This is an optimization exercise on Yosys and OpenROAD, whose aim is small area, not a production implementation.
Only simulation tests tie the RTL to the original design; equivalence was not proved.
Power and IR drop assume default switching activity.

`flow/config.mk`:
```
export PLATFORM = sky130hd
export DESIGN_NAME = safety_monitor
export DESIGN_NICKNAME = safety_monitor
export VERILOG_FILES = /design/flow/design.v
export SDC_FILE = /design/flow/constraint.sdc
export NUM_CORES = 4
export LEC_CHECK = 0
export CAP_MARGIN = 20
export CORE_MARGIN = 2
export CORE_UTILIZATION = 40
export PLACE_DENSITY = 0.6
export SLEW_MARGIN = 20
```
`flow/constraint.sdc`:
```
create_clock -name core_clock -period 5.0 [get_ports {clk}]
set_input_delay 1.0000 -clock core_clock [delete_from_list [all_inputs] [get_ports {clk}]]
set_output_delay 1.0000 -clock core_clock [all_outputs]
set_load 0.01 [all_outputs]
```
`flow/design.v`:
```
module safety_monitor (
    input         clk,
    input         rstn,                          
    input         laser_pulse,                   
    input         adc_sdo,                       
    input  [31:0] pulse_width_lower_limit,
    input  [31:0] pulse_width_upper_limit,
    input  [31:0] rate_lower_limit,
    input  [15:0] drive_current_limit,
    input  [2:0]  dynamic_control,               
    output        ta_shutdown,
    output        pulse_lower_limit_fail,
    output        pulse_upper_limit_fail,
    output        rate_lower_limit_fail,
    output        power_peak_current_limit_fail,
    output        adc_sck,
    output        adc_convert,
    output        start_timer,
    output        adc_data_valid,
    output [15:0] adc_data_value,
    output [15:0] peak_power_value
);
reg  [2:0] tc;
wire       tick = (tc == 3'd3);
always @(posedge clk or negedge rstn) begin
    if (!rstn) tc <= 3'd0;
    else       tc <= tc + 3'd1;
end
reg din_d, lp0, lp1, lp2, lp3, lp4, lp5;
always @(posedge clk or negedge rstn) begin
    if (!rstn) begin
        din_d <= 1'b0;
        lp0   <= 1'b0;
        lp1   <= 1'b0;
        lp2   <= 1'b0;
        lp3   <= 1'b0;
        lp4   <= 1'b0;
        lp5   <= 1'b0;
    end else begin
        din_d <= laser_pulse;
        lp0   <= din_d;
        lp1   <= lp0;
        lp2   <= lp1;
        lp3   <= lp2;
        lp4   <= lp3;
        lp5   <= lp4;
    end
end
localparam [2:0] S_PWRUP = 3'd0,
                 S_INIT  = 3'd1,
                 S_IDLE  = 3'd2,
                 S_CONV  = 3'd3,
                 S_SCK   = 3'd4,
                 S_REP   = 3'd5,
                 S_DONE  = 3'd6;
reg  [2:0]  state;
reg  [13:0] p;
reg  [3:0]  sample_count;
reg         convert_r;
reg         valid_r;
reg  [11:0] sr;            
reg  [11:0] old;           
reg  [11:0] final_v;       
reg  [11:0] peak;
wire pwrup       = (state == S_PWRUP);
wire laser_ready = !(pwrup && p[13:10] == 4'd0);
wire sck_low     = (state == S_SCK) && p[0];
always @(posedge clk or negedge rstn) begin
    if (!rstn) begin
        state        <= S_PWRUP;
        p            <= 14'd0;
        sample_count <= 4'd0;
        convert_r    <= 1'b0;
        valid_r      <= 1'b0;
    end else begin
        valid_r <= 1'b0;
        case (state)
            S_PWRUP: begin
                if (p == 14'd8330 && tc == 3'd1) begin
                    p     <= 14'd0;
                    state <= S_INIT;
                end else if (tc == 3'd7) p <= p + 14'd1;
            end
            S_INIT: begin
                if (!lp5 && lp0) state <= S_IDLE;
            end
            S_IDLE: begin
                if (p == 14'd3001) begin
                    p         <= 14'd0;
                    convert_r <= 1'b0;
                    state     <= S_CONV;
                end else begin
                    p         <= p + 14'd1;
                    convert_r <= 1'b1;
                end
            end
            S_CONV: begin
                if (p[4:0] == 5'd21) begin
                    p         <= 14'd0;
                    convert_r <= 1'b0;
                    state     <= S_SCK;
                end else p <= p + 14'd1;
            end
            S_SCK: begin
                if (p[4:0] == 5'd29) convert_r <= 1'b1;
                if (p[4:0] == 5'd31) begin
                    p     <= 14'd0;
                    state <= S_REP;
                end else p <= p + 14'd1;
            end
            S_REP: begin
                valid_r <= 1'b1;
                if (sample_count == 4'd11) begin
                    sample_count <= 4'd0;
                    state        <= S_DONE;
                end else begin
                    sample_count <= sample_count + 4'd1;
                    state        <= S_CONV;
                end
            end
            S_DONE: begin
                if (lp2 && !lp1) state <= S_INIT;
            end
            default: state <= S_PWRUP;
        endcase
    end
end
always @(posedge clk) begin
    if (sck_low && p[4:1] != 4'd15) sr <= {sr[10:0], adc_sdo};
end
always @(posedge clk or negedge rstn) begin
    if (!rstn) begin
        old     <= 12'd0;
        final_v <= 12'd0;
    end else if (state == S_REP) begin
        old     <= sr;
        final_v <= ({1'b0, sr} + {1'b0, old}) >> 1;
    end
end
wire [11:0] peak_next = lp0 ? final_v : (dynamic_control[2] ? 12'd0 : peak);
always @(posedge clk or negedge rstn) begin
    if (!rstn) peak <= 12'd0;
    else       peak <= peak_next;
end
assign adc_sck          = sck_low && (p[4:1] <= 4'd13);
assign adc_convert      = convert_r;
assign start_timer      = (state == S_IDLE);
assign adc_data_valid   = valid_r;
assign adc_data_value   = {4'd0, old & {12{valid_r}}};
assign peak_power_value = {4'd0, peak};
reg pchk, pfail, gt_r;
always @(posedge clk or negedge rstn) begin
    if (!rstn) begin
        pchk  <= 1'b0;
        pfail <= 1'b0;
        gt_r  <= 1'b0;
    end else begin
        gt_r <= ({4'd0, peak_next} > drive_current_limit);
        if (pfail) begin
            if (dynamic_control[1] | dynamic_control[0]) pfail <= 1'b0;
        end else if (pchk) begin
            if (gt_r) begin
                pfail <= 1'b1;
                pchk  <= 1'b0;
            end
        end else if (!lp1 && lp0) pchk <= 1'b1;
    end
end
assign power_peak_current_limit_fail = pfail;
reg        acc, cfa;
reg        lpt, lpt_d, e1;
reg [1:0]  mode;
reg        f_lo, f_up, f_rate;
localparam [1:0] M_IDLE = 2'd0, M_WIDTH = 2'd1, M_RATE = 2'd2;
wire any_fail = f_lo | f_up | f_rate;
reg [31:0] cn;
reg        rot_carry, rot_clr;
wire       cnt_load  = (mode == M_IDLE) || (mode == M_RATE && lpt_d);
wire       clr_eff   = tick ? cnt_load : rot_clr;
wire [1:0] add_eff   = tick ? ((mode == M_IDLE) ? 2'd2 : 2'd1) : {1'b0, rot_carry};
wire [4:0] slice_sum = {1'b0, (clr_eff ? 4'd0 : ~cn[3:0])} + {3'd0, add_eff};
always @(posedge clk) begin
    cn        <= {~slice_sum[3:0], cn[31:4]};
    rot_carry <= slice_sum[4];
    rot_clr   <= clr_eff;
end
function automatic le_chain(input [31:0] an, input [31:0] b, input cin);
    integer i;
    reg c;
    begin
        c = cin;
        for (i = 0; i < 32; i = i + 1)
            c = (an[i] & b[i]) | (an[i] & c) | (b[i] & c);
        le_chain = c;
    end
endfunction
wire count_gt_up = !le_chain(cn, pulse_width_upper_limit, 1'b1);
wire count_lt_lo =  le_chain(cn, pulse_width_lower_limit, 1'b0);
wire rate_c      =  le_chain(cn, rate_lower_limit, !lpt_d);   
always @(posedge clk or negedge rstn) begin
    if (!rstn) begin
        lpt    <= 1'b0;
        lpt_d  <= 1'b0;
        e1     <= 1'b0;
        mode   <= M_IDLE;
        f_lo   <= 1'b0;
        f_up   <= 1'b0;
        f_rate <= 1'b0;
    end else if (tick) begin
        lpt   <= lp0 & laser_ready;
        lpt_d <= lpt;
        e1    <= !lpt_d & lpt;
        if (any_fail) begin
            if (cfa) begin
                f_lo   <= 1'b0;
                f_up   <= 1'b0;
                f_rate <= 1'b0;
                mode   <= M_IDLE;
            end
        end else begin
            case (mode)
                M_IDLE: if (e1) mode <= M_WIDTH;
                M_WIDTH: begin
                    if (!lpt_d) begin
                        if (count_gt_up)      f_up <= 1'b1;
                        else if (count_lt_lo) f_lo <= 1'b1;
                        else                  mode <= M_RATE;
                    end
                end
                default: begin
                    if (lpt_d) begin
                        if (rate_c) f_rate <= 1'b1;
                        else        mode   <= M_WIDTH;
                    end else if (!rate_c) mode <= M_IDLE;
                end
            endcase
        end
    end
end
always @(posedge clk) begin
    acc <= dynamic_control[0] | (acc & (tc != 3'd7));
    if (tick) cfa <= acc;
end
assign pulse_lower_limit_fail = f_lo;
assign pulse_upper_limit_fail = f_up;
assign rate_lower_limit_fail  = f_rate;
assign ta_shutdown = f_lo | f_up | f_rate | pfail;
endmodule
```
`flow/flow/run.sh`:
```
#!/bin/bash
# The standard ORFS layout (standard.sh), with smaller port buffers, a clock
# tree of small buffers without dummy loads, and power recovery (downsizing)
# after global routing. ORFS keeps each step's log under orfs/logs/; the
# make output goes to flow.log.
set -euo pipefail
bash standard.sh \
  "BUFFER_PORTS_ARGS=-buffer_cell sky130_fd_sc_hd__buf_1" \
  "CTS_ARGS=-sink_clustering_enable -repair_clock_nets -dont_use_dummy_load -buf_list sky130_fd_sc_hd__clkbuf_8 -root_buf sky130_fd_sc_hd__clkbuf_8 -sink_clustering_size 30 -sink_clustering_max_diameter 60" \
  RECOVER_POWER=100 \
  finish > flow.log 2>&1
```
`flow/standard.sh`:
```
#!/bin/bash
# synth_recipe.tcl (not shown) runs the flow's synth.tcl, then flattens the netlist and writes it again
# the make line also repeats each setting of config.mk as NAME=value (left out here)
make -C /OpenROAD-flow-scripts/flow DESIGN_CONFIG=/design/flow/config.mk WORK_HOME=/design/flow/orfs CLKGATE_MAP_FILE= SYNTH_SCRIPT=/design/flow/synth_recipe.tcl "${@:-finish}"
```
==> results of run 1 <==
[final cells by class]
class	instances	area, um2	share of cell area [%]
clock buffer	17	234.0	2.928
inverter	36	135.1	1.691
multi-input combinational	584	3662	45.83
sequential	128	3093	38.70
tap	225	281.5	3.523
timing repair buffer	154	585.6	7.327
[path summary, 6_finish.rpt]
check,cells after the start,slack (ns),endpoint,start
worst max register to register,10,1.84,p[13],p[0]
min in group asynchronous,1,1.44,p[5],rstn
worst min register to register,0,0.35,lp5,lp4
worst max-delay path,10,1.84,p[13],p[0]
max in group asynchronous,2,1.97,p[4],rstn
worst min-delay path,0,0.35,lp5,lp4
[cell usage after synthesis (all sizes together) (7+ instances only)]
master | n | area (um2)
and2 | 19 | 118.9
ha | 34 | 425.4
o22ai | 29 | 181.4
nand2 | 100 | 375.4
o31ai | 11 | 82.58
edfxtp | 13 | 390.4
a22o | 17 | 148.9
clkbuf | 21 | 78.83
inv | 35 | 131.4
nor2b | 8 | 50.05
dfrtp | 80 | 2002
a31oi | 13 | 81.33
a211oi | 7 | 52.55
xor2 | 10 | 87.58
nand3 | 20 | 100.1
dfxtp | 35 | 700.7
a22oi | 21 | 157.7
nand4 | 10 | 62.56
nor3 | 14 | 70.07
maj3 | 10 | 102.6
and3 | 9 | 56.30
nor2 | 57 | 214.0
a21oi | 31 | 158.9
buf | 13 | 90.08
or2 | 8 | 50.05
o21ai | 60 | 300.3
[power by group]
group | internal (mW) | total (mW) | switching [mW] | leakage [nW]
registers | 1.05 | 1.05 | 0.00374 | 1.48
logic | 0.0430 | 0.110 | 0.0667 | 1.76
clock network | 0.298 | 0.637 | 0.339 | 0.122
[cell usage in the layout (no fill, tap or decap), types with 10 or more instances in the layout]
cell type / n
clkbuf_8: 17
a22o_1: 17
a21oi_1: 31
o31ai_1: 11
o22ai_1: 29
and2_1: 11
nand3_1: 20
dfxtp_1: 35
nand2_1: 100
nand4_1: 10
edfxtp_1: 13
inv_1: 35
nor3_1: 14
buf_1: 150
ha_1: 34
o21ai_0: 60
a31oi_1: 13
xor2_1: 10
a22oi_1: 21
dfrtp_1: 80
nor2_1: 57
[flip-flops by register name, summed over array words and instances (netlist names), 2 cells and up]
signal	count
cn	32
final_v	12
mode	2
old	12
p	14
peak	12
sample_count	4
sr	12
state	3
tc	3
[through the flow]
step                      std cells  total power [mW]  hold WS (ns)
after detailed placement       1127             1.182        0.3347
after global routing           1144             1.876        0.3644
after floorplan                 782             1.115        0.3258
final                          1144             1.799        0.3502
after global placement         1127             1.181        0.3332
after CTS                      1144             1.820        0.3517
[per-layer routing]
| layer | part of all wire [%] | vias up | routed length [um] | track usage, % |
|---|---|---|---|---|
| li1 | - | 3118 | - | - |
| met1 | 48 | 2953 | 8576 | 26.75 |
| met2 | 46 | 166 | 8355 | 30.61 |
| met3 | 4.9 | 21 | 880 | 4.333 |
| met4 | 1.2 | 0 | 225 | 5.324 |
| met5 | 0 | - | 0 | 0 |
[logic make-up after synthesis]
logic type / after synthesis / share of synthesized area (%)
AOI/OAI and AO/OA: 235 / 22.24
xor gates and xnor gates: 14 / 1.741
adders and majority gates: 46 / 8.065
buffers and inverters: 70 / 4.317
DFF: 128 / 43.92
muxes: 4 / 0.6040
other: 1 / 0.05324
and+or+nand+nor: 277 / 19.06
==> results by group, run 1 <==
Clock network
  • CTS max path bufs: 2
  • Number of hold buffers added after CTS: 0
  • Number of setup buffers added after CTS: 0
  • Post-CTS resize count: 0
  • H-tree levels: 4
  • Clock sinks: 128
  • Clock buffer count from CTS: 17
  • Clock transition at path regs: 0.07 ns
  • Clk Latency, worst-skew pair: 0.43 ns
  • CTS tree: built
  • Clk root buf: clkbuf_8

Global routing
  • Vias in the first global route: 5803
  • Initial antenna violation count: 0
  • Total congestion overflow: 0
  • Largest net degree at the start of global routing: 51
  • First-pass GRT wire length: 28460 um
  • Total track usage: 19.37%

Route
  • Via count: 6258
  • Wire per inst: 15.77 um
  • # DRC: 0
  • Vias/cell: 5.470
  • Final WL: 18040 um
  • Number of DRC markers in iteration 0: 390
  • First-pass detailed-route iteration total: 5
  • Routed Antenna Nets: 0

Timing
  • Total negative setup slack: 0 ns
  • Final Hold Fails: 0
  • RSZ-0062 raised after global routing: false
  • Final worst slack: 1.839 ns
  • Worst Max-Slew Pin Slew: 2.728 ns
  • Worst Clk Skew: 0.02622 ns
  • Rel. slew slack: -81.88%
  • Crit path time final: 3.161 ns
  • # setup viols final: 0
  • Final critical-path share of the clock period: 63.22%
  • Slew Viols, Final: 67
  • F_max: 316.3 MHz

Setup path
  • Delay-heaviest family, CP: compound AO/OA/AOI/OAI gates
  • Setup crit start kind: flip-flop
  • Peak per-stage delay on the critical path: 1.19 ns
  • Slowest CP cell: o21ai_0
  • CP Capture Type: flip-flop
  • Worst-path cell chain: inv_1 -> ha_1 -> nor4b_1 -> nand4_1 -> a31oi_1 -> o21ai_0 -> nor3_1 -> nand4_1 -> xor2_1 -> nor2_1
  • CP Data Arrival Time: 3.45 ns
  • CP Class: reg -> reg
  • WP data required: 5.29 ns
  • Max FO, Critical Path: 15
  • Buf+Inv Stages, Crit Path: 1
  • Most used cell, CP: nand4_1

Die
  • I/O pins: 160
  • Die H: 136.7 um
  • Area of the core: 17240 um2
  • Initial Util: 40.86%
  • Row count: 48
  • Die ar.: 18690 um2
  • Die width: 136.7 um

Synth
  • Syn Inst Count: 775
  • Top FF cell, synth: dfrtp_1
  • Warnings from Yosys: 1
  • FF+latch count, synth: 128
  • Share of synthesized registers carrying an async set or reset: 62.50%
  • Post-Syn Area per Cell: 9.088 um2
  • Library cells used by synthesis: 79
  • EDFF count, synth: 13
  • Post-Syn Area: 7043 um2
  • Post-synthesis sequential area ratio: 43.92%

Run status
  • Outcome: finished with violations
  • Failing Checks: capacitance limit, slew limit

Cells and area
  • Final instance area: 7991 um2
  • N_diodes: 0
  • Layout Nets: 1076
  • Share of layout cells above drive strength 1: 3.808%
  • Area grow syn2layout: 13.47%
  • Fillers: 1719
  • Core Util, Final: 46.36%

Placed design
  • IO buf count: 151
  • Hpwl dp: 13650 um
  • GP Congestion: 0.8834
  • Placed inst area: 7775 um2
  • Dpl ws: 1.890 ns

Power and ir drop
  • Leak Pwr: 3.363 nW
  • Worst VDD drop: 0.0001788 V
  • Power Density: 225.1 nW/um2

Hold path
  • Worst hold path type: reg -> reg

Job
  • Max cap viols: 2
==> run 2, diff against run 1 <==
==> flow/flow/run.sh (replaced) <==
#!/bin/bash
# The standard ORFS layout (standard.sh), with smaller port buffers and a
# clock tree of small buffers without dummy loads. ORFS keeps each step's
# log under orfs/logs/; the make output goes to flow.log.
set -euo pipefail
bash standard.sh \
  "BUFFER_PORTS_ARGS=-buffer_cell sky130_fd_sc_hd__buf_1" \
  "CTS_ARGS=-sink_clustering_enable -repair_clock_nets -dont_use_dummy_load -buf_list sky130_fd_sc_hd__clkbuf_8 -root_buf sky130_fd_sc_hd__clkbuf_8 -sink_clustering_size 30 -sink_clustering_max_diameter 60" \
  finish > flow.log 2>&1
==> run 2 against run 1 <==
Largest cell class unchanged; count of clock-buffer cells in the layout stayed put; via count is 0.53% lower; combinational power barely moved; die area unchanged; the run now finishes clean.
==> results by group, run 2 <==
Global routing
  • Vias in the first global route: 5803
  • Initial antenna violation count: 0
  • First-pass GRT wire length: 28460 um
  • Largest net degree at the start of global routing: 51
  • Total congestion overflow: 0
  • Total track usage: 19.37%

Timing
  • Worst Clk Skew: 0.02461 ns
  • Final Hold Fails: 0
  • Rel. slew slack: 36.56%
  • F_max: 365.2 MHz
  • Worst Max-Slew Pin Slew: 0.9453 ns
  • Crit path time final: 2.738 ns
  • # setup viols final: 0
  • Slew Viols, Final: 0
  • Total negative setup slack: 0 ns
  • Final critical-path share of the clock period: 54.76%
  • RSZ-0062 raised after global routing: false

Synth
  • Synth Area in Adders: 8.065%
  • Most numerous cell in the Yosys netlist: nand2_1
  • EDFF count, synth: 13
  • Xor and xnor area share after synthesis: 1.741%
  • Post-Syn Area per Cell: 9.088 um2
  • Largest family of logic cells by synthesized area: compound AO/OA/AOI/OAI gates
  • Top FF cell, synth: dfrtp_1
  • Post-Synth Simple-Gate Area: 19.06%
  • Post-synth top area share: 28.42%
  • Post-Syn Area: 7043 um2
  • Largest cells by area after synthesis: dfrtp_1, dfxtp_1, ha_1, edfxtp_1, nand2_1
  • Share of synthesized registers carrying an async set or reset: 62.50%
  • Syn Inst Count: 775
  • Most frequent cells after synthesis: nand2_1, dfrtp_1, o21ai_0
  • Mux cell area share after synthesis: 0.6040%
  • Library cells used by synthesis: 79
  • Area leader, netlist: dfrtp_1
  • FF+latch count, synth: 128
  • Synth Area in Compound Gates: 22.24%
  • Warnings from Yosys: 1
  • Post-synthesis sequential area ratio: 43.92%

Cells and area
  • Share of layout cells above drive strength 1: 4.461%
  • Biggest register: cn
  • Core Util, Final: 46.46%
  • Top flop regs: cn: 32 flops, p: 14 flops
  • Max reg flops: 32
  • Area grow syn2layout: 13.71%
  • Leading cell type in the layout, fill and taps excluded: buf_1
  • Highest-count cells in the layout ignoring fill and taps: buf_1, nand2_1, dfrtp_1
  • N_diodes: 0
  • Layout Nets: 1076

Hold path
  • Worst hold path type: reg -> reg

Setup path
  • CP Capture Type: flip-flop
  • Max FO, Critical Path: 18
  • WP data required: 5.32 ns
  • CP Class: reg -> reg
  • Setup crit start kind: flip-flop
  • CP Data Arrival Time: 3.06 ns

Route
  • Wire per inst: 15.74 um
  • First-pass detailed-route iteration total: 5
  • # DRC: 0
  • Number of DRC markers in iteration 0: 403
  • Routed Antenna Nets: 0
  • Final WL: 18010 um
  • Via count: 6225
  • Vias/cell: 5.441

Clock network
  • CTS tree: built
  • Number of hold buffers added after CTS: 0
  • Post-CTS resize count: 0
  • Clk Latency, worst-skew pair: 0.43 ns
  • CTS max path bufs: 2
  • H-tree levels: 4
  • Clock sinks: 128
  • Number of setup buffers added after CTS: 0
  • Clock transition at path regs: 0.07 ns
  • Clk root buf: clkbuf_8
  • Clock buffer count from CTS: 17

Placed design
  • Hpwl dp: 13650 um
  • GP Congestion: 0.8834
  • IO buf count: 151

Die
  • Die H: 136.7 um
  • Row count: 48
  • Area of the core: 17240 um2
  • Die width: 136.7 um
  • Initial Util: 40.86%
  • Die ar.: 18690 um2
  • I/O pins: 160

Power and ir drop
  • Worst VDD drop: 0.0001772 V
  • Leak Pwr: 3.382 nW
  • Power Density: 224.6 nW/um2

Job
  • Max cap viols: 0

Run status
  • Outcome: no timing/DRC/antenna violations
## run 2: cell counts after synthesis
No cell type changed its count.
## run 2: path summary, 6_finish.rpt
path,cells past startpoint,startpoint,slack (ns),end
worst max-delay path,10,lp0,2.26,gt_r
worst min-delay path,0,lp4,0.35,lp5
worst max register to register,10,lp0,2.26,gt_r
worst min register to register,0,lp4,0.35,lp5
max in group asynchronous,2,rstn,3.46,p[4]
min in group asynchronous,1,rstn,0.65,p[5]
## run 2: critical path, cell delays in order, from the launching register on
cell and delay, ns:
dfrtp_1 0.62, nor2_1 0.70, a22o_1 0.25, ha_1 0.24, o21ai_0 0.08, nand2b_1 0.07, a21oi_1 0.13, o21ai_0 0.10
nand4_1 0.10, a31oi_1 0.09, o31a_1 0.24
## run 2: stage by stage
stage / hold WS, ns / instance area, um2 / total power, mW / setup WS, ns / instances
after CTS: 0.3517 / 8009 / 1.820 / 2.221 / 1144
after global routing: 0.3644 / 8009 / 1.877 / 1.965 / 1144
after floorplan: 0.3258 / 7069 / 1.115 / 2.313 / 782
after detailed placement: 0.3347 / 7775 / 1.182 / 1.890 / 1127
after global placement: 0.3332 / 7775 / 1.181 / 1.912 / 1127
final: 0.3502 / 8009 / 1.799 / 2.262 / 1144
## run 2: routing by layer
layer / share of wire [%] / vias to the layer above / track usage [%]
met5: 0 / - / 0
met4: 0.97 / 0 / 5.324
met3: 4.8 / 12 / 4.333
met2: 47 / 148 / 30.61
met1: 47 / 2946 / 26.75
li1: - / 3119 / -
## run 2: area by class of cell
| cell class | instances | area (um2) |
|---|---|---|
| inverter | 36 | 135.1 |
| sequential | 128 | 3093 |
| timing repair buffer | 154 | 593.1 |
| clock buffer | 17 | 234.0 |
| multi-input combinational | 584 | 3672 |
| tap | 225 | 281.5 |
| fill | 1714 | 9228 |
## run 2: logic make-up (layout without fill, tap and decap cells)
logic type | count (synthesis) | count (layout)
other | 1 | 8
flip-flops | 128 | 128
adder cells (fa/ha/maj) | 46 | 46
AO/OA/AOI/OAI | 235 | 235
XOR/XNOR | 14 | 14
AND/OR/NAND/NOR | 277 | 277
multiplexers | 4 | 4
buffers and inverters | 70 | 207
## run 2: report_power, final
part / switching [mW] / leakage [nW] / total [mW] / internal, mW
combinational: 0.0665 / 1.78 / 0.110 / 0.0435
clock: 0.339 / 0.122 / 0.637 / 0.298
sequential: 0.00372 / 1.48 / 1.05 / 1.05
total: 0.409 / 3.38 / 1.80 / 1.39
==> run 3, diff against run 2 <==
==> flow/flow/run.sh (replaced) <==
#!/bin/bash
# Layout flow: the standard ORFS flow (standard.sh) with
#  - the standard synthesis, whose combinational logic is then re-mapped by
#    ABC for area (flip-flops untouched, see reopt.ys.in),
#  - buf_1 port buffers,
#  - a clock tree of clkbuf_8 without dummy loads.
# Each tool's output goes to its own log here; ORFS also keeps per-step logs
# under orfs/logs/.
set -euo pipefail
LIB=$FLOW_HOME/platforms/sky130hd/lib/sky130_fd_sc_hd__tt_025C_1v80.lib
R=orfs/results/sky130hd/safety_monitor/base
ARGS=(
  "BUFFER_PORTS_ARGS=-buffer_cell sky130_fd_sc_hd__buf_1"
  "CTS_ARGS=-sink_clustering_enable -repair_clock_nets -dont_use_dummy_load -buf_list sky130_fd_sc_hd__clkbuf_8 -root_buf sky130_fd_sc_hd__clkbuf_8 -sink_clustering_size 30 -sink_clustering_max_diameter 60"
)
bash standard.sh "${ARGS[@]}" synth > synth.log 2>&1
cp $R/1_2_yosys.v 1_2_yosys.standard.v
python3 flow/libcomb.py $LIB comb_models.v > libcomb.log 2>&1
sed -e "s#@LIB@#$LIB#g" -e "s#@IN@#1_2_yosys.standard.v#" -e "s#@OUT@#$R/1_2_yosys.v#" \
    -e "s#@TOP@#$FLOW_TOP#" flow/reopt.ys.in > reopt.ys
yosys -c reopt.ys > reopt.log 2>&1 || yosys -s reopt.ys > reopt.log 2>&1
rm -f $R/1_synth.odb $R/1_synth.sdc
bash standard.sh "${ARGS[@]}" finish > flow.log 2>&1
==> flow/flow/area.abc (new file) <==
strash
&get -n
&st
&deepsyn -T 20
&dch -f
&nf -a -R 1000
&put
==> flow/flow/libcomb.py (new file) <==
#!/usr/bin/env python3
# Write Verilog models of the combinational cells of a liberty file (one
# output pin with a "function"), for yosys to flatten and re-map.
import re, sys
txt = open(sys.argv[1]).read()
out = open(sys.argv[2], 'w')
def conv(f):
    f = f.strip().strip('"')
    f = f.replace('!', '~').replace('*', '&').replace('+', '|')
    # implicit AND by whitespace between operands: "A B" -> "A & B"
    f = re.sub(r'([A-Za-z0-9_\)])\s+(?=[A-Za-z0-9_\(~])', r'\1 & ', f)
    return f
n = 0
for m in re.finditer(r'\n\s*cell\s*\(\s*"?([\w]+)"?\s*\)\s*\{', txt):
    name = m.group(1)
    start = m.end()
    # find end of the cell group by brace matching
    depth = 1; i = start
    while depth:
        c = txt[i]
        if c == '{': depth += 1
        elif c == '}': depth -= 1
        i += 1
    body = txt[start:i]
    if re.search(r'\b(ff|latch|statetable)\s*\(', body): continue
    pins = []
    for pm in re.finditer(r'\n\s*pin\s*\(\s*"?(\w+)"?\s*\)\s*\{', body):
        ps = pm.end(); d = 1; j = ps
        while d:
            c = body[j]
            if c == '{': d += 1
            elif c == '}': d -= 1
            j += 1
        pb = body[ps:j]
        dm = re.search(r'direction\s*:\s*"?(\w+)"?', pb)
        fm = re.search(r'\n\s*function\s*:\s*"([^"]*)"', pb)
        pins.append((pm.group(1), dm.group(1) if dm else None, fm.group(1) if fm else None))
    outs = [p for p in pins if p[1] == 'output']
    ins = [p for p in pins if p[1] == 'input']
    if not outs or any(o[2] is None for o in outs) or not ins: continue
    out.write('module %s(%s);\n' % (name, ', '.join([p[0] for p in ins] + [o[0] for o in outs])))
    for p in ins: out.write('  input %s;\n' % p[0])
    for o in outs: out.write('  output %s;\n  assign %s = %s;\n' % (o[0], o[0], conv(o[2])))
    out.write('endmodule\n')
    n += 1
sys.stderr.write('%d combinational cells\n' % n)
==> flow/flow/reopt.ys.in (new file) <==
# Re-map the combinational logic of the standard synthesis for area. The
# flip-flop instances are left as they are (liberty cells read as black
# boxes); the combinational cells are read as their liberty functions.
read_liberty -lib @LIB@
read_verilog -overwrite comb_models.v
read_verilog @IN@
hierarchy -top @TOP@
flatten
opt -purge
techmap
opt -fast
abc -liberty @LIB@ -dont_use *probe* -dont_use *lpflow* -script flow/area.abc
opt_clean -purge
hilomap -singleton -hicell sky130_fd_sc_hd__conb_1 HI -locell sky130_fd_sc_hd__conb_1 LO
splitnets
opt_clean -purge
tee -o reopt_stat.txt stat -liberty @LIB@
write_verilog -noattr -noexpr -nohex -nodec @OUT@
==> run 3 against run 2 <==
Combinational power down 22%; flip-flop and latch count unchanged; fmax fell by 41%; clock skew decreased by 0.0060 ns; synthesized cell count is 21% lower; hold slack is essentially flat; critical path type is now in -> reg; highest routed layer unchanged.
==> results by group, run 3 <==
Run status
  • Outcome: no timing/DRC/antenna violations

Cells and area
  • Leading cell type in the layout, fill and taps excluded: buf_1
  • FF+latch area: 3093 um2
  • Footprint of the multi-input gates: 2655 um2
  • N_diodes: 0
  • Fillers: 1372
  • Finished Layout Cells: 970
  • Top flop regs: cn: 32 flops, p: 14 flops
  • Core Util, Final: 49.34%
  • Highest-count cells in the layout ignoring fill and taps: buf_1, nor2_1, dfrtp_1
  • Layout Nets: 911
  • Biggest register: cn
  • Max reg flops: 32
  • Share of layout cells above drive strength 1: 3.924%
  • Area grow syn2layout: 19.76%

Setup path
  • WP data required: 5.37 ns
  • R2R Setup Slk: 0.55 ns
  • Setup crit start kind: input pin
  • Peak per-stage delay on the critical path: 0.35 ns
  • Most used cell, CP: a21oi_1
  • Slowest CP cell: maj3_2
  • Max FO, Critical Path: 4
  • Worst reg2reg path startpoint: cn[1]
  • CP Class: in -> reg
  • Reg-to-reg critical path endpoint: mode[0]
  • CP Data Arrival Time: 5.00 ns
  • CP Capture Type: flip-flop
  • Worst reg2reg path depth: 31

Route
  • Via count: 5438
  • Wire per inst: 15.98 um
  • # DRC: 0
  • WL met3: 1448 um
  • First-pass detailed-route iteration total: 5
  • Final WL: 15500 um
  • Vias/cell: 5.606
  • Wl on met1: 6662 um
  • Max layer used: met4
  • DR WL met2: 7107 um
  • Routed Antenna Nets: 0
  • Number of DRC markers in iteration 0: 355

Global routing
  • Initial antenna violation count: 0
  • Total congestion overflow: 0
  • First-pass GRT wire length: 24060 um
  • Vias in the first global route: 5121
  • Largest net degree at the start of global routing: 81
  • Total track usage: 20.21%

Hold path
  • Hold EP: lp0
  • Worst hold path type: reg -> reg
  • HP Start: din_d
  • Hold depth: 0

Placed design
  • IO buf count: 151
  • Placed insts: 952
  • GP Congestion: 0.8388
  • Hpwl dp: 11220 um

Clock network
  • Clk Latency, worst-skew pair: 0.44 ns
  • CTS tree: built
  • Clock transition at path regs: 0.06 ns
  • Clock buffer count from CTS: 17
  • Number of hold buffers added after CTS: 0
  • Clk root buf: clkbuf_8
  • Clock sinks: 128
  • CTS max path bufs: 2
  • H-tree levels: 4

Die
  • Row count: 43
  • Die width: 124.0 um
  • I/O pins: 160
  • Die H: 124.0 um
  • Area of the core: 13990 um2
  • Initial Util: 41.20%
  • Die ar.: 15380 um2

Power and ir drop
  • Combinational share of power: 4.9%
  • P_int: 1.379 mW
  • Share of total power in the clock network: 35.6%
  • Leak Pwr: 2.732 nW
  • Switching Fraction: 21.93%
  • Psw: 0.3874 mW
  • Power Density: 256.0 nW/um2
  • Flop pwr share: 59.5%
  • Worst VDD drop: 0.0002418 V

Synth
  • Warnings from Yosys: 1
  • Post-Syn Area: 5763 um2
  • Syn Inst Count: 609
  • Post-Syn Area per Cell: 9.463 um2

Timing
  • # setup viols final: 0
  • Rel. slew slack: 34.53%
  • F_max: 216.1 MHz
  • Final Hold Fails: 0
  • Worst Clk Skew: 0.01864 ns
  • Slew Viols, Final: 0
  • Crit path time final: 4.627 ns
  • Final critical-path share of the clock period: 92.54%
  • Worst Max-Slew Pin Slew: 0.9792 ns

Job
  • Max cap viols: 0
==> run 3: power by group through the flow <==
| stage | Clock, mW | Sequential [mW] | Combinational [mW] |
|---|---|---|---|
| 2_1_floorplan | 0 | 1.07 | 0.0189 |
| 5_1_grt | 0.698 | 1.05 | 0.0962 |
| 3_3_place_gp | 0 | 1.07 | 0.0817 |
| 4_1_cts | 0.655 | 1.05 | 0.0843 |
| 3_5_place_dp | 0 | 1.07 | 0.0838 |
| 6_report | 0.629 | 1.05 | 0.0857 |
==> run 3: worst max-delay path by stage <==
stage / start / endpoint
finish: pulse_width_upper_limit[2] / mode[0]
floorplan: rate_lower_limit[0] / mode[0]
global placement: rate_lower_limit[0] / mode[0]
detailed placement: rate_lower_limit[1] / mode[0]
global route: rate_lower_limit[1] / mode[0]
CTS: rate_lower_limit[1] / mode[0]
==> run 3: per-layer routing <==
metal  GRT usage [%]  vias to the layer above
met5               0                        -
met4           7.584                        0
met1           24.46                     2579
met3           6.731                       25
li1                -                     2633
met2           33.52                      201
==> run 3: critical path: cells and delay by family <==
| kind | cells | cell delay (ns) |
|---|---|---|
| buffers and inverters | 1 | 0.09 |
| and+or+nand+nor | 3 | 0.20 |
| adders and majority gates | 1 | 0.35 |
| AOI/OAI and AO/OA | 27 | 3.37 |
==> run 3: layout make-up <==
| type | instances | share of cell area, % |
|---|---|---|
| multi-input cells | 468 | 38.47 |
| well taps | 180 | 3.263 |
| clock buffers | 17 | 3.390 |
| inverters | 20 | 1.088 |
| flip-flops and latches | 128 | 44.82 |
| repair buffers | 157 | 8.974 |
==> run 3: metrics by stage <==
stage	hold WS, ns	worst slack (ns)	instance area [um2]	total power, mW	setup TNS [ns]
after floorplan	0.3312	0.5475	5789	1.089	0
after global placement	0.3333	-0.1713	6623	1.154	-0.1945
after detailed placement	0.3355	-0.3141	6623	1.156	-0.6578
after CTS	0.3516	0.1583	6857	1.791	0
after global routing	0.3541	-0.008586	6902	1.846	-0.008586
final	0.3498	0.3728	6902	1.767	0
==> run 3: what timing repair did <==
| action | in CTS | in global routing |
|---|---|---|
| setup buffers | 0 | 1 |
| gates resized for setup | 0 | 18 |
| endpoints found under the setup margin | 0 | 5 |
==> run 4, diff against run 3 <==
--- a/flow/flow/run.sh
+++ b/flow/flow/run.sh
@@ -19,5 +19,5 @@
 sed -e "s#@LIB@#$LIB#g" -e "s#@IN@#1_2_yosys.standard.v#" -e "s#@OUT@#$R/1_2_yosys.v#" \
     -e "s#@TOP@#$FLOW_TOP#" flow/reopt.ys.in > reopt.ys
-yosys -c reopt.ys > reopt.log 2>&1 || yosys -s reopt.ys > reopt.log 2>&1
+yosys -s reopt.ys > reopt.log 2>&1
 rm -f $R/1_synth.odb $R/1_synth.sdc
 bash standard.sh "${ARGS[@]}" finish > flow.log 2>&1
==> run 4 against run 3 <==
Largest cell class unchanged; via count is the same; non-clock buffer count did not move; global-route usage unchanged; still clean; fmax stayed put; largest power group unchanged; hold slack unchanged; highest routed layer unchanged.
==> results by group, run 4 <==
Run status
  • Outcome: no timing/DRC/antenna violations

Hold path
  • HP Start: din_d
  • Hold depth: 0
  • Worst hold path type: reg -> reg
  • Hold EP: lp0

Synth
  • Post-Syn Area per Cell: 9.463 um2
  • Syn Inst Count: 609
  • Post-Syn Area: 5763 um2
  • Warnings from Yosys: 1

Cells and area
  • Share of layout cells above drive strength 1: 3.924%
  • Layout Nets: 911
  • Leading cell type in the layout, fill and taps excluded: buf_1
  • Biggest register: cn
  • Highest-count cells in the layout ignoring fill and taps: buf_1, nor2_1, dfrtp_1
  • Area grow syn2layout: 19.76%
  • N_diodes: 0
  • Max reg flops: 32
  • Finished Layout Cells: 970
  • Fillers: 1372
  • Top flop regs: cn: 32 flops, p: 14 flops

Job
  • Max cap viols: 0

Setup path
  • CP Capture Type: flip-flop
  • Reg-to-reg critical path endpoint: mode[0]
  • Worst reg2reg path depth: 31
  • R2R Setup Slk: 0.55 ns
  • Most used cell, CP: a21oi_1
  • Max FO, Critical Path: 4
  • WP data required: 5.37 ns
  • Slowest CP cell: maj3_2
  • CP Data Arrival Time: 5.00 ns
  • CP Class: in -> reg
  • Peak per-stage delay on the critical path: 0.35 ns
  • Worst reg2reg path startpoint: cn[1]
  • Crit path from: pulse_width_upper_limit[2]
  • Setup crit start kind: input pin

Timing
  • F_max: 216.1 MHz
  • Final Hold Fails: 0
  • Worst Max-Slew Pin Slew: 0.9792 ns
  • Hold WS: 0.3498 ns
  • Slew Viols, Final: 0
  • Crit path time final: 4.627 ns
  • Worst Clk Skew: 0.01864 ns
  • Rel. slew slack: 34.53%
  • Final critical-path share of the clock period: 92.54%
  • # setup viols final: 0

Global routing
  • Largest net degree at the start of global routing: 81
  • Vias in the first global route: 5121
  • First-pass GRT wire length: 24060 um
  • Total congestion overflow: 0
  • Initial antenna violation count: 0
  • Total track usage: 20.21%

Route
  • Via count: 5438
  • # DRC: 0
  • Number of DRC markers in iteration 0: 355
  • Vias/cell: 5.606
  • First-pass detailed-route iteration total: 5
  • Routed Antenna Nets: 0
  • Wire per inst: 15.98 um
  • Final WL: 15500 um

Placed design
  • Placed insts: 952
  • Hpwl dp: 11220 um
  • GP Congestion: 0.8388
  • IO buf count: 151

Die
  • Die width: 124.0 um
  • Area of the core: 13990 um2
  • Die ar.: 15380 um2
  • Die H: 124.0 um
  • Initial Util: 41.20%
  • Row count: 43
  • I/O pins: 160

Power and ir drop
  • Leak Pwr: 2.732 nW
  • Worst VDD drop: 0.0002418 V
  • Power Density: 256.0 nW/um2

Clock network
  • H-tree levels: 4
  • CTS tree: built
  • Clock buffer count from CTS: 17
  • Clock transition at path regs: 0.06 ns
  • Clk root buf: clkbuf_8
  • CTS max path bufs: 2
  • Clock sinks: 128
  • Number of hold buffers added after CTS: 0
  • Clk Latency, worst-skew pair: 0.44 ns
==> run 4: area by class of cell <==
cell class	count	area, um2	share of cell area (%)
clock buffer	17	234.0	3.390
inverter	20	75.07	1.088
sequential	128	3093	44.82
tap	180	225.2	3.263
timing repair buffer	157	619.3	8.974
multi-input combinational	468	2655	38.47
==> run 4: through the flow <==
step / util [%] / total power [mW] / setup slack [ns] / setup TNS (ns) / area [um2]
2_1_floorplan: - / 1.089 / 0.5475 / 0 / 5789
3_3_place_gp: 47.34 / 1.154 / -0.1713 / -0.1945 / 6623
3_5_place_dp: 47.34 / 1.156 / -0.3141 / -0.6578 / 6623
4_1_cts: 49.02 / 1.791 / 0.1583 / 0 / 6857
5_1_grt: 49.34 / 1.846 / -0.008586 / -0.008586 / 6902
6_report: 49.34 / 1.767 / 0.3728 / 0 / 6902
==> run 4: timing repair <==
item                       CTS  global route
setup endpoints to repair    0             5
resized for setup            0            18
buffers inserted             0             1
==> run 4: worst max-delay path by stage <==
stage | end | slack, ns
after global routing | mode[0] | -0.009
after CTS | mode[0] | 0.16
after detailed placement | mode[0] | -0.31
after global placement | mode[0] | -0.17
final | mode[0] | 0.37
after floorplan | mode[0] | 0.55
==> run 4: metal layers <==
| metal | global-route usage, % | up-vias | part of all wire [%] |
|---|---|---|---|
| li1 | - | 2633 | - |
| met1 | 24.46 | 2579 | 43 |
| met2 | 33.52 | 201 | 46 |
| met3 | 6.731 | 25 | 9.3 |
| met4 | 7.584 | 0 | 1.8 |
| met5 | 0 | - | 0 |
==> run 4: power breakdown <==
group          leakage [nW]  total [mW]  switching (mW)  internal (mW)
sequential             1.48        1.05         0.00380           1.05
clock                 0.122       0.629           0.331          0.298
combinational          1.13      0.0857          0.0528         0.0329
==> run 4: critical path, delay by kind of cell <==
| kind | cells | cell delay (ns) |
|---|---|---|
| AO/OA/AOI/OAI | 27 | 3.37 |
| adder cells (fa/ha/maj) | 1 | 0.35 |
| buffers and inverters | 1 | 0.09 |
| AND/OR/NAND/NOR | 3 | 0.20 |
==> run 5, diff against run 4 <==
--- a/flow/design.v
+++ b/flow/design.v
@@ -28,22 +28,12 @@
 end
 reg din_d, lp0, lp1, lp2, lp3, lp4, lp5;
-always @(posedge clk or negedge rstn) begin
-    if (!rstn) begin
-        din_d <= 1'b0;
-        lp0   <= 1'b0;
-        lp1   <= 1'b0;
-        lp2   <= 1'b0;
-        lp3   <= 1'b0;
-        lp4   <= 1'b0;
-        lp5   <= 1'b0;
-    end else begin
-        din_d <= laser_pulse;
-        lp0   <= din_d;
-        lp1   <= lp0;
-        lp2   <= lp1;
-        lp3   <= lp2;
-        lp4   <= lp3;
-        lp5   <= lp4;
-    end
+always @(posedge clk) begin
+    din_d <= laser_pulse;
+    lp0   <= din_d;
+    lp1   <= lp0;
+    lp2   <= lp1;
+    lp3   <= lp2;
+    lp4   <= lp3;
+    lp5   <= lp4;
 end
 localparam [2:0] S_PWRUP = 3'd0,
@@ -55,6 +45,5 @@
                  S_DONE  = 3'd6;
 reg  [2:0]  state;
-reg  [13:0] p;
-reg  [3:0]  sample_count;
+reg  [13:0] p;             
 reg         convert_r;
 reg         valid_r;
@@ -70,5 +59,4 @@
         state        <= S_PWRUP;
         p            <= 14'd0;
-        sample_count <= 4'd0;
         convert_r    <= 1'b0;
         valid_r      <= 1'b0;
@@ -97,24 +85,22 @@
             S_CONV: begin
                 if (p[4:0] == 5'd21) begin
-                    p         <= 14'd0;
+                    p[4:0]    <= 5'd0;
                     convert_r <= 1'b0;
                     state     <= S_SCK;
-                end else p <= p + 14'd1;
+                end else p[4:0] <= p[4:0] + 5'd1;
             end
             S_SCK: begin
                 if (p[4:0] == 5'd29) convert_r <= 1'b1;
-                if (p[4:0] == 5'd31) begin
-                    p     <= 14'd0;
-                    state <= S_REP;
-                end else p <= p + 14'd1;
+                p[4:0] <= p[4:0] + 5'd1;
+                if (p[4:0] == 5'd31) state <= S_REP;
             end
             S_REP: begin
                 valid_r <= 1'b1;
-                if (sample_count == 4'd11) begin
-                    sample_count <= 4'd0;
-                    state        <= S_DONE;
+                if (p[8:5] == 4'd11) begin
+                    p     <= 14'd0;
+                    state <= S_DONE;
                 end else begin
-                    sample_count <= sample_count + 4'd1;
-                    state        <= S_CONV;
+                    p[8:5] <= p[8:5] + 4'd1;
+                    state  <= S_CONV;
                 end
             end
@@ -169,14 +155,17 @@
 assign power_peak_current_limit_fail = pfail;
 reg        acc, cfa;
-reg        lpt, lpt_d, e1;
+reg        lpt, lpt_d;
 reg [1:0]  mode;
 reg        f_lo, f_up, f_rate;
-localparam [1:0] M_IDLE = 2'd0, M_WIDTH = 2'd1, M_RATE = 2'd2;
+localparam [1:0] M_IDLE = 2'd0, M_WIDTH = 2'd1, M_RATE = 2'd2, M_ARMED = 2'd3;
 wire any_fail = f_lo | f_up | f_rate;
+wire rise     = !lpt_d & lpt;
+wire idle     = (mode == M_IDLE) || (mode == M_ARMED);
+wire [1:0] idle_next = rise ? M_ARMED : M_IDLE;
 reg [31:0] cn;
 reg        rot_carry, rot_clr;
-wire       cnt_load  = (mode == M_IDLE) || (mode == M_RATE && lpt_d);
+wire       cnt_load  = idle || (mode == M_RATE && lpt_d);
 wire       clr_eff   = tick ? cnt_load : rot_clr;
-wire [1:0] add_eff   = tick ? ((mode == M_IDLE) ? 2'd2 : 2'd1) : {1'b0, rot_carry};
+wire [1:0] add_eff   = tick ? (idle ? 2'd2 : 2'd1) : {1'b0, rot_carry};
 wire [4:0] slice_sum = {1'b0, (clr_eff ? 4'd0 : ~cn[3:0])} + {3'd0, add_eff};
 always @(posedge clk) begin
@@ -202,5 +191,4 @@
         lpt    <= 1'b0;
         lpt_d  <= 1'b0;
-        e1     <= 1'b0;
         mode   <= M_IDLE;
         f_lo   <= 1'b0;
@@ -210,5 +198,4 @@
         lpt   <= lp0 & laser_ready;
         lpt_d <= lpt;
-        e1    <= !lpt_d & lpt;
         if (any_fail) begin
             if (cfa) begin
@@ -216,9 +203,10 @@
                 f_up   <= 1'b0;
                 f_rate <= 1'b0;
-                mode   <= M_IDLE;
+                mode   <= idle_next;
             end
         end else begin
             case (mode)
-                M_IDLE: if (e1) mode <= M_WIDTH;
+                M_IDLE:  mode <= idle_next;
+                M_ARMED: mode <= M_WIDTH;
                 M_WIDTH: begin
                     if (!lpt_d) begin
@@ -228,9 +216,9 @@
                     end
                 end
-                default: begin
+                M_RATE: begin
                     if (lpt_d) begin
                         if (rate_c) f_rate <= 1'b1;
                         else        mode   <= M_WIDTH;
-                    end else if (!rate_c) mode <= M_IDLE;
+                    end else if (!rate_c) mode <= idle_next;
                 end
             endcase
--- a/flow/flow/run.sh
+++ b/flow/flow/run.sh
@@ -12,5 +12,5 @@
 ARGS=(
   "BUFFER_PORTS_ARGS=-buffer_cell sky130_fd_sc_hd__buf_1"
-  "CTS_ARGS=-sink_clustering_enable -repair_clock_nets -dont_use_dummy_load -buf_list sky130_fd_sc_hd__clkbuf_8 -root_buf sky130_fd_sc_hd__clkbuf_8 -sink_clustering_size 30 -sink_clustering_max_diameter 60"
+  "CTS_ARGS=-sink_clustering_enable -repair_clock_nets -dont_use_dummy_load -buf_list sky130_fd_sc_hd__clkbuf_8 -root_buf sky130_fd_sc_hd__clkbuf_8 -sink_clustering_size 40 -sink_clustering_max_diameter 200"
 )
 bash standard.sh "${ARGS[@]}" synth > synth.log 2>&1
==> run 5 against run 4 <==
Critical path depth fell by 4; final area down 1.8%; flip-flop and latch count decreased by 5; hold slack worse by 0.023 ns; total power down 2.9%; sequential share of layout area decreased by 1.5 points; combinational power is 0.8% lower; core utilization is 0.13 points lower; die area fell by 2.6%; area after synthesis is 2.7% lower.
==> results by group, run 5 <==
Clock network
  • H-tree levels: 4
  • CTS max path bufs: 2
  • Clock transition at path regs: 0.06 ns
  • Number of hold buffers added after CTS: 0
  • Clock sinks: 123
  • Clk root buf: clkbuf_8
  • CTS tree: built
  • Clock buffer count from CTS: 17
  • Clk Latency, worst-skew pair: 0.43 ns

Timing
  • F_max: 208.7 MHz
  • Final critical-path share of the clock period: 95.84%
  • Worst Clk Skew: 0.02279 ns
  • Rel. slew slack: 41.85%
  • Final Hold Fails: 0
  • Total negative setup slack: 0 ns
  • Final worst slack: 0.2082 ns
  • # setup viols final: 0
  • Crit path time final: 4.792 ns
  • RSZ-0062 raised after global routing: true
  • Worst Max-Slew Pin Slew: 0.8723 ns
  • Slew Viols, Final: 0

Route
  • Wire per inst: 16.22 um
  • DR WL met2: 7128 um
  • WL met3: 1195 um
  • Number of DRC markers in iteration 0: 322
  • Routed Antenna Nets: 0
  • # DRC: 0
  • Wl on met1: 7045 um
  • Final WL: 15540 um
  • First-pass detailed-route iteration total: 6
  • Via count: 5397
  • Max layer used: met4
  • Vias/cell: 5.634

Power and ir drop
  • P_int: 1.337 mW
  • Power Density: 253.0 nW/um2
  • Combinational share of power: 5.0%
  • Psw: 0.3779 mW
  • Share of total power in the clock network: 36.1%
  • Flop pwr share: 58.9%
  • Leak Pwr: 2.643 nW
  • Switching Fraction: 22.03%
  • Worst VDD drop: 0.0001390 V

Synth
  • Syn Inst Count: 596
  • Warnings from Yosys: 1
  • Post-Syn Area per Cell: 9.407 um2
  • Post-Syn Area: 5607 um2

Global routing
  • First-pass GRT wire length: 24340 um
  • Total congestion overflow: 0
  • Largest net degree at the start of global routing: 39
  • Vias in the first global route: 5043
  • Total track usage: 20.95%
  • Initial antenna violation count: 0

Cells and area
  • Top flop regs: cn: 32 flops, p: 14 flops
  • Biggest register: cn
  • Fillers: 1365
  • Area grow syn2layout: 20.89%
  • Share of layout cells above drive strength 1: 4.499%
  • Max reg flops: 32
  • FF+latch area: 2933 um2
  • Highest-count cells in the layout ignoring fill and taps: buf_1, nor2_1, dfrtp_1
  • Layout Nets: 899
  • N_diodes: 0
  • Footprint of the multi-input gates: 2694 um2
  • Leading cell type in the layout, fill and taps excluded: buf_1

Die
  • Area of the core: 13770 um2
  • Row count: 43
  • I/O pins: 160
  • Initial Util: 40.71%
  • Die width: 122.4 um
  • Die ar.: 14980 um2
  • Die H: 122.4 um

Placed design
  • IO buf count: 151
  • Dpl ws: -0.2820 ns
  • Hpwl dp: 11410 um
  • GP Congestion: 0.8422

Setup path
  • Max FO, Critical Path: 2
  • Setup crit start kind: input pin
  • WP data required: 5.30 ns
  • CP Data Arrival Time: 5.09 ns
  • CP Capture Type: flip-flop
  • Worst reg2reg path depth: 27
  • CP Class: in -> reg

Hold path
  • Worst hold path type: reg -> reg
  • Hold depth: 0

Run status
  • Outcome: no timing/DRC/antenna violations

Job
  • Max cap viols: 0
-- run 5: changes by cell type in the layout (fill, tap and decap cells not counted), moves of 5 or more --
cell / previous run / this run
dfxtp_1: 35 / 42
nor2b_1: 2 / 7
a21oi_1: 53 / 40
dfrtp_1: 80 / 68
nor3_1: 18 / 12
o21ai_0: 40 / 31
nand2_1: 47 / 52
-- run 5: what timing repair did --
item / 4_1_cts / 5_1_grt
setup buffers: 0 / 1
setup endpoints to repair: 0 / 4
gates resized for setup: 0 / 23
-- run 5: path summary, 6_finish.rpt --
check                                           start    endpoint  slack (ns)
setup / recovery           pulse_width_upper_limit[1]     mode[1]        0.21
hold / removal                                  din_d         lp0        0.33
setup reg to reg                                cn[1]     mode[1]        0.47
hold reg to reg                                 din_d         lp0        0.33
max in group asynchronous                        rstn  final_v[9]        3.35
min in group asynchronous                        rstn      old[9]        0.69
-- run 5: layer usage --
metal,track usage (%),up-vias
li1,-,2606
met1,27.16,2560
met2,33.99,218
met3,5.483,13
met4,7.256,0
met5,0,-
-- run 5: power by group through the flow --
stage          Sequential (mW)  Combinational, mW  Clock [mW]
5_1_grt                   1.01             0.0949       0.687
2_1_floorplan             1.03             0.0182           0
3_5_place_dp              1.03             0.0820           0
6_report                  1.01             0.0850       0.619
3_3_place_gp              1.03             0.0796           0
4_1_cts                   1.01             0.0825       0.644
-- run 5: area by class of cell --
type	instances	area share, %
clock buffers	17	3.452
inverters	19	1.052
multi-input cells	461	39.75
flip-flops and latches	123	43.27
well taps	180	3.323
repair buffers	158	9.156
-- run 5: worst max-delay path: stages --
cell and delay (ns):
buf_1 0.10, a211oi_1 0.20, o21ai_0 0.12, o21ai_0 0.10, a21oi_1 0.09, a221oi_1 0.21, o21ai_0 0.13, o21ai_0 0.11
a21oi_1 0.10, a221oi_1 0.22, o21ai_1 0.11, o221ai_1 0.08, a21oi_1 0.10, a221oi_1 0.22, o21ai_1 0.11, a22oi_1 0.16
nor2_1 0.06, a221oi_1 0.20, nor3_1 0.09, o22ai_1 0.14, a21oi_1 0.08, a221oi_1 0.19, o21ai_0 0.14, maj3_1 0.41
nor2b_1 0.17, nand2b_1 0.11, a31oi_2 0.11, a22o_1 0.24
-- run 5: stage by stage --
step | util (%) | cells | cell area (um2) | total power, mW | hold slack (ns)
2_1_floorplan | - | 603 | 5633 | 1.047 | 0.3096
3_3_place_gp | 47.02 | 940 | 6476 | 1.109 | 0.3099
3_5_place_dp | 47.02 | 940 | 6476 | 1.112 | 0.3121
4_1_cts | 48.72 | 957 | 6710 | 1.737 | 0.3271
5_1_grt | 49.21 | 958 | 6778 | 1.792 | 0.3439
6_report | 49.21 | 958 | 6778 | 1.715 | 0.3263
==> run 6, diff against run 5 <==
--- a/flow/flow/run.sh
+++ b/flow/flow/run.sh
@@ -12,5 +12,5 @@
 ARGS=(
   "BUFFER_PORTS_ARGS=-buffer_cell sky130_fd_sc_hd__buf_1"
-  "CTS_ARGS=-sink_clustering_enable -repair_clock_nets -dont_use_dummy_load -buf_list sky130_fd_sc_hd__clkbuf_8 -root_buf sky130_fd_sc_hd__clkbuf_8 -sink_clustering_size 40 -sink_clustering_max_diameter 200"
+  "CTS_ARGS=-sink_clustering_enable -repair_clock_nets -dont_use_dummy_load -buf_list sky130_fd_sc_hd__clkbuf_4 -root_buf sky130_fd_sc_hd__clkbuf_4 -sink_clustering_size 40 -sink_clustering_max_diameter 200"
 )
 bash standard.sh "${ARGS[@]}" synth > synth.log 2>&1
==> run 6 against run 5 <==
Flip-flop and latch count unchanged; largest power group unchanged; clock power down 26%; register-to-register slack better by 0.09 ns; still clean on timing, DRC and antenna.
==> results by group, run 6 <==
Clock network
  • CTS tree: built
  • Number of setup buffers added after CTS: 0
  • Clock transition at path regs: 0.09 ns
  • Clock sinks: 123
  • Clk root buf: clkbuf_4
  • CTS max path bufs: 2
  • H-tree levels: 4
  • Clock buffer count from CTS: 17
  • Clk Latency, worst-skew pair: 0.52 ns

Route
  • Vias/cell: 5.703
  • Via count: 5401
  • # DRC: 0
  • Wire per inst: 15.82 um
  • First-pass detailed-route iteration total: 5
  • Number of DRC markers in iteration 0: 469
  • Final WL: 14980 um
  • Routed Antenna Nets: 0

Die
  • Die H: 122.8 um
  • Initial Util: 40.80%
  • Die ar.: 15070 um2
  • I/O pins: 160
  • Area of the core: 13830 um2
  • Die width: 122.8 um
  • Row count: 43

Timing
  • F_max: 218.1 MHz
  • Worst Max-Slew Pin Slew: 0.9220 ns
  • Final critical-path share of the clock period: 91.69%
  • Slew Viols, Final: 0
  • Worst Clk Skew: 0.03195 ns
  • Rel. slew slack: 38.38%
  • Final Hold Fails: 0
  • Crit path time final: 4.585 ns
  • RSZ-0062 raised after global routing: false
  • # setup viols final: 0

Placed design
  • Placed insts: 929
  • GP Congestion: 0.8363
  • IO buf count: 151
  • Hpwl dp: 10870 um

Setup path
  • CP Data Arrival Time: 4.98 ns
  • CP Class: in -> reg
  • WP data required: 5.40 ns
  • Setup crit start kind: input pin
  • CP Capture Type: flip-flop
  • Max FO, Critical Path: 3

Cells and area
  • Leading cell type in the layout, fill and taps excluded: buf_1
  • Highest-count cells in the layout ignoring fill and taps: buf_1, nor2_1, dfrtp_1
  • Share of layout cells above drive strength 1: 3.003%
  • Area grow syn2layout: 17.45%
  • Top flop regs: cn: 32 flops, p: 14 flops
  • Layout Nets: 887
  • Finished Layout Cells: 947
  • Max reg flops: 32
  • Biggest register: cn

Global routing
  • Total congestion overflow: 0
  • First-pass GRT wire length: 23250 um
  • Largest net degree at the start of global routing: 55
  • Vias in the first global route: 4986
  • Initial antenna violation count: 2
  • Total track usage: 19.71%

Synth
  • Post-Syn Area per Cell: 9.611 um2
  • Post-Syn Area: 5642 um2
  • Warnings from Yosys: 1
  • Syn Inst Count: 587

Power and ir drop
  • Power after layout: 1.547 mW
  • Leak Pwr: 2.589 nW
  • Worst VDD drop: 0.0001123 V
  • Power Density: 233.4 nW/um2

Hold path
  • Worst hold path type: reg -> reg

Run status
  • Outcome: no timing/DRC/antenna violations

Job
  • Max cap viols: 0
run 6: path summary, 6_finish.rpt:
kind / from / endpoint / slack [ns] / cells after the start
worst max-delay path: pulse_width_lower_limit[1] / mode[0] / 0.42 / 25
worst min-delay path: din_d / lp0 / 0.33 / 0
worst max register to register: cn[1] / mode[0] / 0.56 / 24
worst min register to register: din_d / lp0 / 0.33 / 0
max in group asynchronous: rstn / f_lo / 3.55 / 2
min in group asynchronous: rstn / p[1] / 0.39 / 1
run 6: final cells by class:
class	count	area, um2
Inverter	17	63.81
Timing Repair Buffer	155	598.1
Antenna cell	1	2.502
Fill cell	1372	7201
Clock buffer	17	127.6
Multi-Input combinational cell	454	2676
Sequential cell	123	2933
Tap cell	180	225.2
run 6: per-layer routing:
| metal | GRT usage, % | up-vias | part of all wire [%] |
|---|---|---|---|
| li1 | - | 2590 | - |
| met1 | 24.64 | 2545 | 43 |
| met2 | 31.87 | 234 | 46 |
| met3 | 5.994 | 30 | 8.7 |
| met4 | 7.759 | 2 | 1.9 |
| met5 | 0 | - | 0.11 |
run 6: timing repair:
action,4_1_cts,5_1_grt
endpoints found under the setup margin,0,2
gates resized for setup,0,2
hold buffers,0,0
run 6: where the power goes:
group	total [mW]	leakage [nW]	switching, mW	internal (mW)
registers	1.01	1.39	0.00349	1.01
clock network	0.456	0.0782	0.301	0.155
logic	0.0816	1.12	0.0490	0.0325
total	1.55	2.59	0.354	1.19
run 6: through the flow:
step / hold slack (ns) / worst slack [ns] / util [%] / cell area (um2) / setup TNS, ns
global placement: 0.3114 / -0.01338 / 46.95 / 6491 / -0.01338
floorplan: 0.3096 / 0.5647 / - / 5668 / 0
CTS: 0.3333 / 0.5296 / 47.87 / 6619 / 0
detailed placement: 0.3121 / -0.04177 / 46.95 / 6491 / -0.04177
finish: 0.3320 / 0.4153 / 47.92 / 6626 / 0
global route: 0.3374 / 0.01066 / 47.91 / 6624 / 0
run 6: worst max-delay path, stage by stage:
cell and delay, ns:
buf_1 0.09, o211ai_1 0.16, a21oi_1 0.08, a221oi_1 0.22, nor2_1 0.08, a221oi_1 0.22
o21ai_0 0.12, o21ai_0 0.11, a21oi_1 0.11, a221oi_1 0.22, nor2_1 0.08, a221oi_1 0.21
o21ai_0 0.13, a222oi_1 0.37, o31ai_1 0.15, o221ai_1 0.10, a21oi_1 0.10, a221oi_1 0.21
nor2_1 0.08, a221oi_1 0.22, nor3_1 0.10, o22a_1 0.22, nor3b_2 0.19, o21ai_1 0.11
a211o_1 0.30
==> run 7, diff against run 6 <==
--- a/flow/flow/run.sh
+++ b/flow/flow/run.sh
@@ -4,5 +4,5 @@
 #    ABC for area (flip-flops untouched, see reopt.ys.in),
 #  - buf_1 port buffers,
-#  - a clock tree of clkbuf_8 without dummy loads.
+#  - a clock tree of clkbuf_4 without dummy loads.
 # Each tool's output goes to its own log here; ORFS also keeps per-step logs
 # under orfs/logs/.
==> run 7 against run 6 <==
Final cell count grew 1.3%; wire length up 4.0%; worst setup slack got worse by 0.13 ns; flip-flop and latch count unchanged; largest power group unchanged; clock skew increased by 0.012 ns; count of clock-buffer cells in the layout unchanged; register-to-register slack got worse by 0.09 ns; total power rose by 0.42%.
==> results by group, run 7 <==
Run status
  • Outcome: no timing/DRC/antenna violations

Global routing
  • Initial antenna violation count: 1
  • Total track usage: 20.95%
  • Vias in the first global route: 5030
  • Largest net degree at the start of global routing: 39
  • First-pass GRT wire length: 24270 um
  • Total congestion overflow: 0

Timing
  • Total negative setup slack: 0 ns
  • Hold WS: 0.3336 ns
  • # setup viols final: 0
  • Slew Viols, Final: 0
  • Final Hold Fails: 0
  • Worst Max-Slew Pin Slew: 0.8722 ns
  • Crit path time final: 4.710 ns
  • F_max: 212.3 MHz
  • Final critical-path share of the clock period: 94.20%
  • Final worst slack: 0.2901 ns
  • Worst Clk Skew: 0.04372 ns
  • Rel. slew slack: 41.86%

Cells and area
  • Core Util, Final: 48.39%
  • Footprint of the multi-input gates: 2684 um2
  • Final instance area: 6665 um2
  • Area grow syn2layout: 18.88%
  • Leading cell type in the layout, fill and taps excluded: buf_1
  • Max reg flops: 32
  • Layout Nets: 899
  • Share of layout cells above drive strength 1: 4.370%
  • Biggest register: cn
  • Finished Layout Cells: 959
  • Highest-count cells in the layout ignoring fill and taps: buf_1, nor2_1, dfrtp_1
  • FF+latch area: 2934 um2
  • Fillers: 1377
  • Top flop regs: cn: 32 flops, p: 14 flops

Clock network
  • Clock sinks: 123
  • Clk Latency, worst-skew pair: 0.54 ns
  • Clock transition at path regs: 0.09 ns
  • CTS max path bufs: 2
  • H-tree levels: 4
  • Clock buffer count from CTS: 17
  • Clk root buf: clkbuf_4
  • CTS tree: built

Setup path
  • CP Data Arrival Time: 5.10 ns
  • Crit path from: pulse_width_upper_limit[1]
  • CP Class: in -> reg
  • WP data required: 5.39 ns
  • Worst reg2reg path startpoint: cn[0]
  • Max FO, Critical Path: 2
  • CP Capture Type: flip-flop
  • Setup crit start kind: input pin

Placed design
  • Placed inst area: 6476 um2
  • Dpl ws: -0.2820 ns
  • Hpwl dp: 11410 um
  • Placed insts: 940
  • IO buf count: 151
  • GP Congestion: 0.8422

Hold path
  • HP Start: din_d
  • Worst hold path type: reg -> reg

Power and ir drop
  • Worst VDD drop: 0.0001431 V
  • Power Density: 233.0 nW/um2
  • Power after layout: 1.553 mW
  • Leak Pwr: 2.596 nW

Route
  • Routed Antenna Nets: 0
  • Wire per inst: 16.25 um
  • Via count: 5434
  • # DRC: 0
  • Number of DRC markers in iteration 0: 341
  • First-pass detailed-route iteration total: 4
  • Final WL: 15590 um
  • Vias/cell: 5.666

Synth
  • Warnings from Yosys: 1
  • Post-Syn Area per Cell: 9.407 um2
  • Post-Syn Area: 5607 um2
  • Syn Inst Count: 596

Die
  • Row count: 43
  • Area of the core: 13770 um2
  • Die ar.: 14980 um2
  • Die width: 122.4 um
  • Initial Util: 40.71%
  • I/O pins: 160
  • Die H: 122.4 um

Job
  • Max cap viols: 0
[run 7: where the power goes]
| part | switching (mW) | leakage (nW) | internal [mW] |
|---|---|---|---|
| Combinational | 0.0529 | 1.13 | 0.0321 |
| Clock | 0.304 | 0.0782 | 0.155 |
| Sequential | 0.00348 | 1.39 | 1.01 |
| Total | 0.361 | 2.60 | 1.19 |
[run 7: path summary, 6_finish.rpt]
path | depth (start not counted) | slack (ns) | endpoint
min in group asynchronous | 1 | 0.57 | old[9]
setup reg to reg | 32 | 0.47 | mode[1]
hold reg to reg | 0 | 0.33 | lp0
setup / recovery | 28 | 0.29 | mode[1]
max in group asynchronous | 2 | 3.44 | final_v[9]
hold / removal | 0 | 0.33 | lp0
[run 7: repair_timing]
action	CTS	global route
endpoints found under the hold margin	0	0
hold buffers	0	0
gates resized for setup	0	18
setup buffers	0	1
endpoints found under the setup margin	0	4
[run 7: layout make-up]
class	instances	share of cell area, %
flip-flops and latches	123	44.02
multi-input cells	461	40.27
repair buffers	158	9.311
well taps	180	3.379
clock buffers	17	1.915
inverters	19	1.070
diodes	1	0.03754
[run 7: worst max-delay path, cell delays in order]
cell and delay [ns]:
buf_1 0.10, a211oi_1 0.20, o21ai_0 0.11, o21ai_0 0.08
a21oi_1 0.09, a221oi_1 0.21, o21ai_0 0.13, o21ai_0 0.11
a21oi_1 0.10, a221oi_1 0.21, o21ai_0 0.13, o221ai_1 0.09
a21oi_1 0.09, a221oi_1 0.21, o21ai_0 0.14, a22oi_1 0.16
nor2_1 0.06, a221oi_1 0.20, nor3_1 0.09, o22ai_1 0.14
a21oi_1 0.08, a221oi_1 0.19, o21ai_0 0.15, maj3_1 0.41
nor2b_1 0.17, nand2b_1 0.11, a31oi_2 0.11, a22o_1 0.24
[run 7: routing by layer]
layer | wire length (um) | global-route usage (%) | vias up
met4 | 191 | 7.471 | 0
met3 | 1181 | 5.623 | 13
met2 | 7144 | 33.85 | 213
met5 | 0 | 0 | -
met1 | 7069 | 27.10 | 2596
li1 | - | - | 2612

## what the ideal ports hide
How much do the figures lean on ideal ports? The routed layouts below were timed once more, with nothing changed but the port constraints.
Step 1: set_driving_cell puts a clkbuf_16 on clk and a buf_2 on each other input, an assumption about the parent block.
Step 2 also shifts input and output timing later by t, the mid clock arrival at the registers, as if the neighbouring blocks saw the same clock.
a / b / c = ideal / step 1 / step 2; a / b = the first two.
| run | t, ns | setup WS [ns] | worst slew at a driven data input, ns |
|---|---|---|---|
| run 1 | 0.456 | 1.839 / 1.839 / 1.508 | 0.06 |
| run 2 | 0.453 | 2.262 / 2.226 / 1.889 | 0.06 |
| run 3 | 0.464 | 0.373 / 0.385 / -0.079 | 0.08 |
| run 4 | 0.464 | 0.373 / 0.385 / -0.079 | 0.08 |
| run 5 | 0.459 | 0.208 / 0.225 / -0.234 | 0.06 |
| run 6 | 0.542 | 0.415 / 0.430 / -0.112 | 0.07 |
| run 7 | 0.551 | 0.290 / 0.305 / -0.246 | 0.06 |
With both steps, setup timing fails in 5 of these runs, where it was met with ideal ports. The setup slack of run 7, which loses most, moves by +0.015 ns with the drivers and by -0.536 ns with both steps. The worst setup slack also covers recovery checks on asynchronous resets.
